Source: an optimization exercise on an open RTL-to-GDS flow (aim: small area, a short achievable clock period and few clock cycles). Production flows keep margins and buffers that such runs may drop.
Only simulation tests tie the RTL to the original design; equivalence was not proved.

==> inputs of v36 <==
Design subterranean_lwc, start of the top module:
module subterranean_lwc
#(parameter ASYNC_RSTN = 0,
parameter G_PWIDTH = 32,
parameter G_SWIDTH = 32,
parameter G_SEGMENT_SIZE_BITS = 16,
parameter G_HASH_SIZE_WORDS = 8,
parameter G_TAG_SIZE_WORDS = 4
)
(
    input wire clk,
    input wire rst,
    input wire [(G_PWIDTH-1):0] pdi_data,
    input wire pdi_valid,
    output wire pdi_ready,
    input wire [(G_SWIDTH-1):0] sdi_data,
    input wire sdi_valid,
    output wire sdi_ready,
    output wire [(G_PWIDTH-1):0] do_data,
    output wire do_valid,
    input wire do_ready,
    output wire do_last
);
==> flow/config.mk <==
export PLATFORM = sky130hd
export DESIGN_NAME = subterranean_lwc
export DESIGN_NICKNAME = subterranean_lwc
export VERILOG_FILES = /design/flow/design.v
export SDC_FILE = /design/flow/constraint.sdc
export NUM_CORES = 4
export LEC_CHECK = 0
export ABC_CLOCK_PERIOD_IN_PS = 2000
export CAP_MARGIN = 20
export CORE_MARGIN = 2
export CORE_UTILIZATION = 40
export CTS_CLUSTER_DIAMETER = 100
export CTS_CLUSTER_SIZE = 24
export SETUP_SLACK_MARGIN = 2.6
export SLEW_MARGIN = 20
export TNS_END_PERCENT = 2
==> flow/constraint.sdc <==
create_clock -name core_clock -period 5.0 [get_ports {clk}]
set_input_delay 1.0000 -clock core_clock [delete_from_list [all_inputs] [get_ports {clk}]]
set_output_delay 1.0000 -clock core_clock [all_outputs]
set_load 0.01 [all_outputs]
standard.sh (not shown) runs the stock make flow with config.mk's settings and CLKGATE_MAP_FILE= SYNTH_SCRIPT=/design/flow/synth_recipe.tcl, a recipe that flattens the netlist after the stock synthesis.
==> flow/flow/run.sh <==
#!/bin/bash
# The standard layout, except that the port buffers are plain buffers
# (buffer_ports otherwise picks a delay cell, clkdlybuf4s50_1, for them).
set -euo pipefail
export BUFFER_PORTS_ARGS="-buffer_cell sky130_fd_sc_hd__buf_4"
bash standard.sh finish > make_finish.log 2>&1
==> inputs of v1, as changes to v36 <==
--- a/flow/design.v
+++ b/flow/design.v
@@ -345,24 +345,20 @@
 reg [3:0] cnt;          
 reg [15:0] len;         
 reg lastw;              
 reg [2:0] wsize;        
 reg eot;
 reg dec;
 reg fail;
-reg [1:0] bidx;         
 reg hlast;              
 reg [3:0] bsel;         
 reg [3:0] bsel_n;
-reg [3:0] mb;           
-reg [3:0] mp;           
 reg ms;                 
 reg dsel;               
 reg kw;                 
-reg [4:0] padv;         
 reg [1:0] sph;          
 reg [1:0] kcnt;
 reg kact;               
 reg hfirst;             
 reg spend;              
 reg hpend;              
 reg pinst_v, pinst_h;   
@@ -373,64 +369,61 @@
 reg m_key;              
 reg m_word;             
 reg m_hash;             
 reg m_sq;               
 reg m_t;                
 reg dfull;              
 reg [14:0] ph_n;
-reg [4:0] nr_n;
 reg [3:0] cnt_n;
 reg [15:0] len_n;
 reg lastw_n;
 reg [2:0] wsize_n;
 reg eot_n, dec_n, fail_n, kact_n, hfirst_n, hlast_n, spend_n, hpend_n, pinst_v_n, pinst_h_n, nxt, nxh;
-reg [1:0] bidx_n, sph_n, kcnt_n;
+reg [1:0] sph_n, kcnt_n;
 wire ptake = pdi_valid & prdy;
 wire stake = sdi_valid & srdy;
 wire qpush = (pdi_valid & pv) | pc;
 wire [4:0] nr_dec = nz ? 5'd0 : (nr - 5'd1);
+wire hdr0 = (pdi_data[15:0] == 16'd0);
 wire wr_ok = ~v1;
 wire pop = v0 & do_ready;
 wire [31:0] z;
 wire [31:0] y;
 wire hdr_le4 = (pdi_data[15:3] == 13'd0) && ((pdi_data[2] == 1'b0) || (pdi_data[1:0] == 2'b00));
 wire [2:0] hdr_ws = hdr_le4 ? pdi_data[2:0] : 3'd4;
 wire len_le8 = (len[15:4] == 12'd0) && ((len[3] == 1'b0) || (len[2:0] == 3'b000));
 wire [2:0] len_ws = len_le8 ? (len[2:0] ^ 3'b100) : 3'd4;
 always @(*) begin
     ph_n = ph;
-    nr_n = nr_dec;
     hlast_n = hlast;
     cnt_n = cnt;
     len_n = len;
     lastw_n = lastw;
     wsize_n = wsize;
     eot_n = eot;
     dec_n = dec;
     fail_n = fail;
     kact_n = kact;
     hfirst_n = hfirst;
     spend_n = spend;
     hpend_n = hpend;
     pinst_v_n = pinst_v;
     pinst_h_n = pinst_h;
-    bidx_n = bidx;
     bsel_n = bsel;
     sph_n = sph;
     kcnt_n = kcnt;
     if (stake) begin
         case (sph)
             2'd0 : sph_n = 2'd1;
             2'd1 : begin sph_n = 2'd2; kcnt_n = 2'd0; end
             default : begin
                 kcnt_n = kcnt + 2'd1;
                 if (kcnt == 2'd3) begin
                     sph_n = 2'd0;
                     kact_n = 1'b0;
-                    nr_n = 5'd1;
                 end
             end
         endcase
     end
         if (ph[P_IDLE] & ptake) begin
             hfirst_n = 1'b1;
             case (pdi_data[31:28])
@@ -449,60 +442,55 @@
         if (ph[P_NHDR] & ptake) begin
             cnt_n = 4'd4;
             begin ph_n[P_NHDR] = 1'b0; ph_n[P_NDAT] = 1'b1; end
         end
         if (ph[P_NDAT] & ptake) begin
             cnt_n = cnt - 4'd1;
             if (cnt == 4'd1) begin
-                nr_n = 5'd9;
                 begin ph_n[P_NDAT] = 1'b0; ph_n[P_AHDR] = 1'b1; end
             end
         end
         if (ph[P_AHDR] & ptake) begin
             len_n = pdi_data[15:0];
             lastw_n = hdr_le4;
             wsize_n = hdr_ws;
             eot_n = pdi_data[25];
             if (pdi_data[15:0] == 16'd0) begin
-                nr_n = nz ? 5'd1 : nr;
                 begin ph_n[P_AHDR] = 1'b0; ph_n[P_PHDR] = 1'b1; end
             end else
                 begin ph_n[P_AHDR] = 1'b0; ph_n[P_ADAT] = 1'b1; end
         end
         if (ph[P_ADAT] & ptake) begin
             len_n = len - 16'd4;
                 lastw_n = len_le8;
                 wsize_n = len_ws;
             if (lastw) begin
                 if (eot) begin
-                    if (wsize == 3'd4) nr_n = 5'd1;
                     begin ph_n[P_ADAT] = 1'b0; ph_n[P_PHDR] = 1'b1; end
                 end else
                     begin ph_n[P_ADAT] = 1'b0; ph_n[P_AHDR] = 1'b1; end
             end
         end
         if (ph[P_PHDR] & ptake) begin
             len_n = pdi_data[15:0];
             lastw_n = hdr_le4;
             wsize_n = hdr_ws;
             eot_n = pdi_data[25];
             if (pdi_data[15:0] == 16'd0) begin
-                nr_n = nz ? 5'd9 : (nr + 5'd8);
                 ph_n[P_PHDR] = 1'b0;
                 if (dec) ph_n[P_THDR] = 1'b1; else ph_n[P_TAG] = 1'b1;
             end else
                 begin ph_n[P_PHDR] = 1'b0; ph_n[P_PDAT] = 1'b1; end
         end
         if (ph[P_PDAT] & ptake) begin
             len_n = len - 16'd4;
                 lastw_n = len_le8;
                 wsize_n = len_ws;
             if (lastw) begin
                 if (eot) begin
-                    nr_n = (wsize == 3'd4) ? 5'd9 : 5'd8;
                     ph_n[P_PDAT] = 1'b0;
                     if (dec) ph_n[P_THDR] = 1'b1; else ph_n[P_TAG] = 1'b1;
                 end else
                     begin ph_n[P_PDAT] = 1'b0; ph_n[P_PHDR] = 1'b1; end
             end
         end
         if (ph[P_TAG] & wr_ok) begin
@@ -546,55 +534,60 @@
         if (ph[P_HHDR] & ptake) begin
             hfirst_n = 1'b0;
             if (hfirst) hpend_n = 1'b1;
             len_n = pdi_data[15:0];
             lastw_n = hdr_le4;
             wsize_n = hdr_ws;
             eot_n = pdi_data[25];
-            bidx_n = 2'd0;
             bsel_n = 4'b0001;
             hlast_n = (pdi_data[15:0] == 16'd1);
             if (pdi_data[15:0] == 16'd0) begin
-                nr_n = nz ? 5'd10 : (nr + 5'd9);
                 cnt_n = 4'd8;
                 begin ph_n[P_HHDR] = 1'b0; ph_n[P_SQ] = 1'b1; end
             end else
                 begin ph_n[P_HHDR] = 1'b0; ph_n[P_HDAT] = 1'b1; end
         end
         if (ph[P_HDAT] & pdi_valid & m_hash) begin
-            nr_n = 5'd1;
-            bidx_n = bidx + 2'd1;
             bsel_n = {bsel[2:0], bsel[3]};
-            hlast_n = ((bidx + 3'd2) == wsize);
+            hlast_n = (bsel[0] & (wsize == 3'd2)) | (bsel[1] & (wsize == 3'd3)) | (bsel[2] & (wsize == 3'd4));
             if (ptake) begin
-                bidx_n = 2'd0;
                 bsel_n = 4'b0001;
                 hlast_n = (len == 16'd5);
                 len_n = len - 16'd4;
                 lastw_n = len_le8;
                 wsize_n = len_ws;
                 if (lastw) begin
                     if (eot) begin
-                        nr_n = 5'd11;
                         cnt_n = 4'd8;
                         begin ph_n[P_HDAT] = 1'b0; ph_n[P_SQ] = 1'b1; end
                     end else
                         begin ph_n[P_HDAT] = 1'b0; ph_n[P_HHDR] = 1'b1; end
                 end
             end
         end
 end
-wire hdr0 = (pdi_data[15:0] == 16'd0);
-wire nz_n = (nr[4:1] == 4'd0)
-          & ~(stake & (sph == 2'd2) & (kcnt == 2'd3))
-          & ~(ptake & ((ph[P_NDAT] & (cnt == 4'd1))
-                     | ((ph[P_AHDR] | ph[P_PHDR] | ph[P_HHDR]) & hdr0)
-                     | (ph[P_ADAT] & lastw & eot & (wsize == 3'd4))
-                     | (ph[P_PDAT] & lastw & eot)))
-          & ~(ph[P_HDAT] & pdi_valid & m_hash);
+wire keylast = stake & (sph == 2'd2) & (kcnt == 2'd3);
+wire habs = ph[P_HDAT] & pdi_valid & m_hash;
+wire nr_set = keylast | habs
+            | (ptake & ((ph[P_NDAT] & (cnt == 4'd1))
+                      | ((ph[P_AHDR] | ph[P_PHDR] | ph[P_HHDR]) & hdr0)
+                      | (ph[P_ADAT] & lastw & eot & (wsize == 3'd4))
+                      | (ph[P_PDAT] & lastw & eot)));
+wire [4:0] nr_n =
+      ({5{keylast}} & 5'd1)
+    | ({5{ptake & ph[P_NDAT] & (cnt == 4'd1)}} & 5'd9)
+    | ({5{ptake & ph[P_AHDR] & hdr0}} & (nz ? 5'd1 : nr))
+    | ({5{ptake & ph[P_ADAT] & lastw & eot & (wsize == 3'd4)}} & 5'd1)
+    | ({5{ptake & ph[P_PHDR] & hdr0}} & (nz ? 5'd9 : (nr + 5'd8)))
+    | ({5{ptake & ph[P_PDAT] & lastw & eot}} & ((wsize == 3'd4) ? 5'd9 : 5'd8))
+    | ({5{ptake & ph[P_HHDR] & hdr0}} & (nz ? 5'd10 : (nr + 5'd9)))
+    | ({5{habs & ~(ptake & lastw & eot)}} & 5'd1)
+    | ({5{habs & ptake & lastw & eot}} & 5'd11)
+    | ({5{~nr_set}} & nr_dec);
+wire nz_n = (nr[4:1] == 4'd0) & ~nr_set;
 reg [32:0] pw;
 always @(*) begin
     pw = 33'd0;
     if (spend)
         pw = {1'b1, fail ? 4'hF : 4'hE, 28'd0};
     else if (hpend)
         pw = {1'b0, 4'h9, 4'h3, 8'h00, 16'd32};
@@ -640,27 +633,14 @@
 wire srdy_n = (sph_n != 2'd2) | (kact_n & nz_n);
 wire pv_n = (ph_n[P_PHDR] & wr_ok_n & ~spend_n & ~hpend_n) | (ph_n[P_PDAT] & nz_n & wr_ok_n);
 wire pc_n = m_sq_n | ((ph_n[P_TAG] | spend_n | hpend_n) & wr_ok_n);
 wire m_key_n = (sph_n == 2'd2) & kact_n & nz_n;
 wire m_t_n = ph_n[P_TDAT] & nz_n;
 wire kabs_n = (sph_n == 2'd2) & kact_n;
 wire dfull_n = kabs_n | ph_n[P_NDAT];
-wire [2:0] dsize_n = dfull_n ? 3'd4 : wsize_n;
-wire [3:0] mb_n = {dsize_n == 3'd4, dsize_n >= 3'd3, dsize_n >= 3'd2, dsize_n >= 3'd1};
-wire [3:0] mp_n = kabs_n ? 4'b0000 : mb_n;
-reg [4:0] padv_n;
-always @(*) begin
-    case (dsize_n)
-        3'd0 : padv_n = 5'b00001;
-        3'd1 : padv_n = 5'b00010;
-        3'd2 : padv_n = 5'b00100;
-        3'd3 : padv_n = 5'b01000;
-        default : padv_n = 5'b10000;
-    endcase
-end
 always @(posedge clk) begin
     if (rst) begin
         ph <= 15'd1 << P_IDLE;
         nr <= 5'd0;
         nz <= 1'b1;
         sph <= 2'd0;
         kact <= 1'b0;
@@ -707,22 +687,18 @@
 always @(posedge clk) begin
     cnt <= cnt_n;
     len <= len_n;
     lastw <= lastw_n;
     wsize <= wsize_n;
     eot <= eot_n;
     dec <= dec_n;
-    bidx <= bidx_n;
     bsel <= bsel_n;
-    mb <= mb_n;
-    mp <= mp_n;
     ms <= kabs_n;
     dsel <= dec_n & ph_n[P_PDAT];
     kw <= m_key_n | m_word_n;
-    padv <= padv_n;
     hlast <= hlast_n;
     kcnt <= kcnt_n;
     hfirst <= hfirst_n;
     pinst_h <= pinst_h_n;
 end
 always @(posedge clk) begin
     if (v1) begin
@@ -730,14 +706,27 @@
     end else if (qpush) begin
         if (v0 & ~pop) o1 <= pw;
         else o0 <= pw;
     end
 end
 wire [256:0] st_next;
 reg [32:0] din;
+wire [2:0] dsize = dfull ? 3'd4 : wsize;
+wire [3:0] mb = {dsize == 3'd4, dsize >= 3'd3, dsize >= 3'd2, dsize >= 3'd1};
+wire [3:0] mp = ms ? 4'b0000 : mb;
+reg [4:0] padv;         
+always @(*) begin
+    case (dsize)
+        3'd0 : padv = 5'b00001;
+        3'd1 : padv = 5'b00010;
+        3'd2 : padv = 5'b00100;
+        3'd3 : padv = 5'b01000;
+        default : padv = 5'b10000;
+    endcase
+end
 wire [31:0] mask = {{8{mb[3]}}, {8{mb[2]}}, {8{mb[1]}}, {8{mb[0]}}};
 wire [31:0] x = (bswap(pdi_data) & {{8{mp[3]}}, {8{mp[2]}}, {8{mp[1]}}, {8{mp[0]}}})
               | (bswap(sdi_data) & {32{ms}});
 assign y = (z ^ x) & mask;
 wire [7:0] hbyte = (pdi_data[31:24] & {8{bsel[0]}}) | (pdi_data[23:16] & {8{bsel[1]}})
                  | (pdi_data[15:8] & {8{bsel[2]}}) | (pdi_data[7:0] & {8{bsel[3]}});
 always @(*) begin
PLACE_DENSITY = 0.75   (was not set)
SETUP_SLACK_MARGIN = 2.8   (was 2.6)
TNS_END_PERCENT = 5   (was 2)
==> qor summary <==
Endpoint of the worst hold path: v1 hfirst; v36 fail
Number of standard cells after synthesis: v1 3144; v36 3235
Outcome: v1 timing/DRC/antenna clean; v36 timing/DRC/antenna clean
Post-detail-place hpwl: v1 67160 microns; v36 75730 microns
Layout net count: v1 3220; v36 3275
Synthesized area: v1 27290 sq um; v36 28250 sq um
Highest routing layer actually used: v1 met5; v36 met4
Worst Setup Slack, final: v1 2.740 ns; v36 2.446 ns
Post-route cell area: v1 30540 sq um; v36 30730 sq um
Met2 layer wire length in the routed design: v1 39540 microns; v36 43600 microns
Vias after detailed routing: v1 23092; v36 23291
Multi-input combinational cell count: v1 2529; v36 2595
Non-filler cells in the finished layout: v1 4026; v36 4150
Wire length of the first global-routing pass: v1 132500 microns; v36 145800 microns
Vias per std cell: v1 5.736; v36 5.612
Number of flip-flops and latches: v1 400; v36 414
Fin crit share: v1 45.19%; v36 51.09%
Met1 Track Usage GR: v1 33.28%; v36 36.79%
Testbench counts of v36, summed over its fixed seeds: cycles 13,182.
Testbench counts of v1, summed over its fixed seeds: cycles 13,182.

-- static timing again, ports no longer ideal --
The flow's constraints put no driver on any port. The routed layouts listed below were extracted and timed again, unchanged, in two steps.
Step 1 (the two cells are an assumption about what drives the block):
set clk [get_ports {clk}]
set_driving_cell -lib_cell sky130_fd_sc_hd__clkbuf_16 $clk
set_driving_cell -lib_cell sky130_fd_sc_hd__buf_2 [delete_from_list [all_inputs] $clk]
Step 2 times the ports against the registers' clock, not the clock port: input delays grow and output delays shrink by t, the midpoint of the rising clock arrivals with the driver on.
Slacks: no drivers / after step 1 / after step 2; pairs: no drivers / after step 1.
run	shift t [ns]	setup slack, ns	hold WS [ns]	slew at the worst register clock pin (ns)	pins driven straight from the clock port
v36	0.649	2.446 / 2.446 / 1.894	0.483 / 0.483 / 0.483	0.11 / 0.11	1
v1	0.630	2.740 / 2.709 / 2.141	0.485 / 0.485 / 0.485	0.11 / 0.11	1
After both steps every run listed still meets setup and hold. The setup slack of v1, which loses most, moves by -0.031 ns with the drivers and by -0.599 ns with both steps.
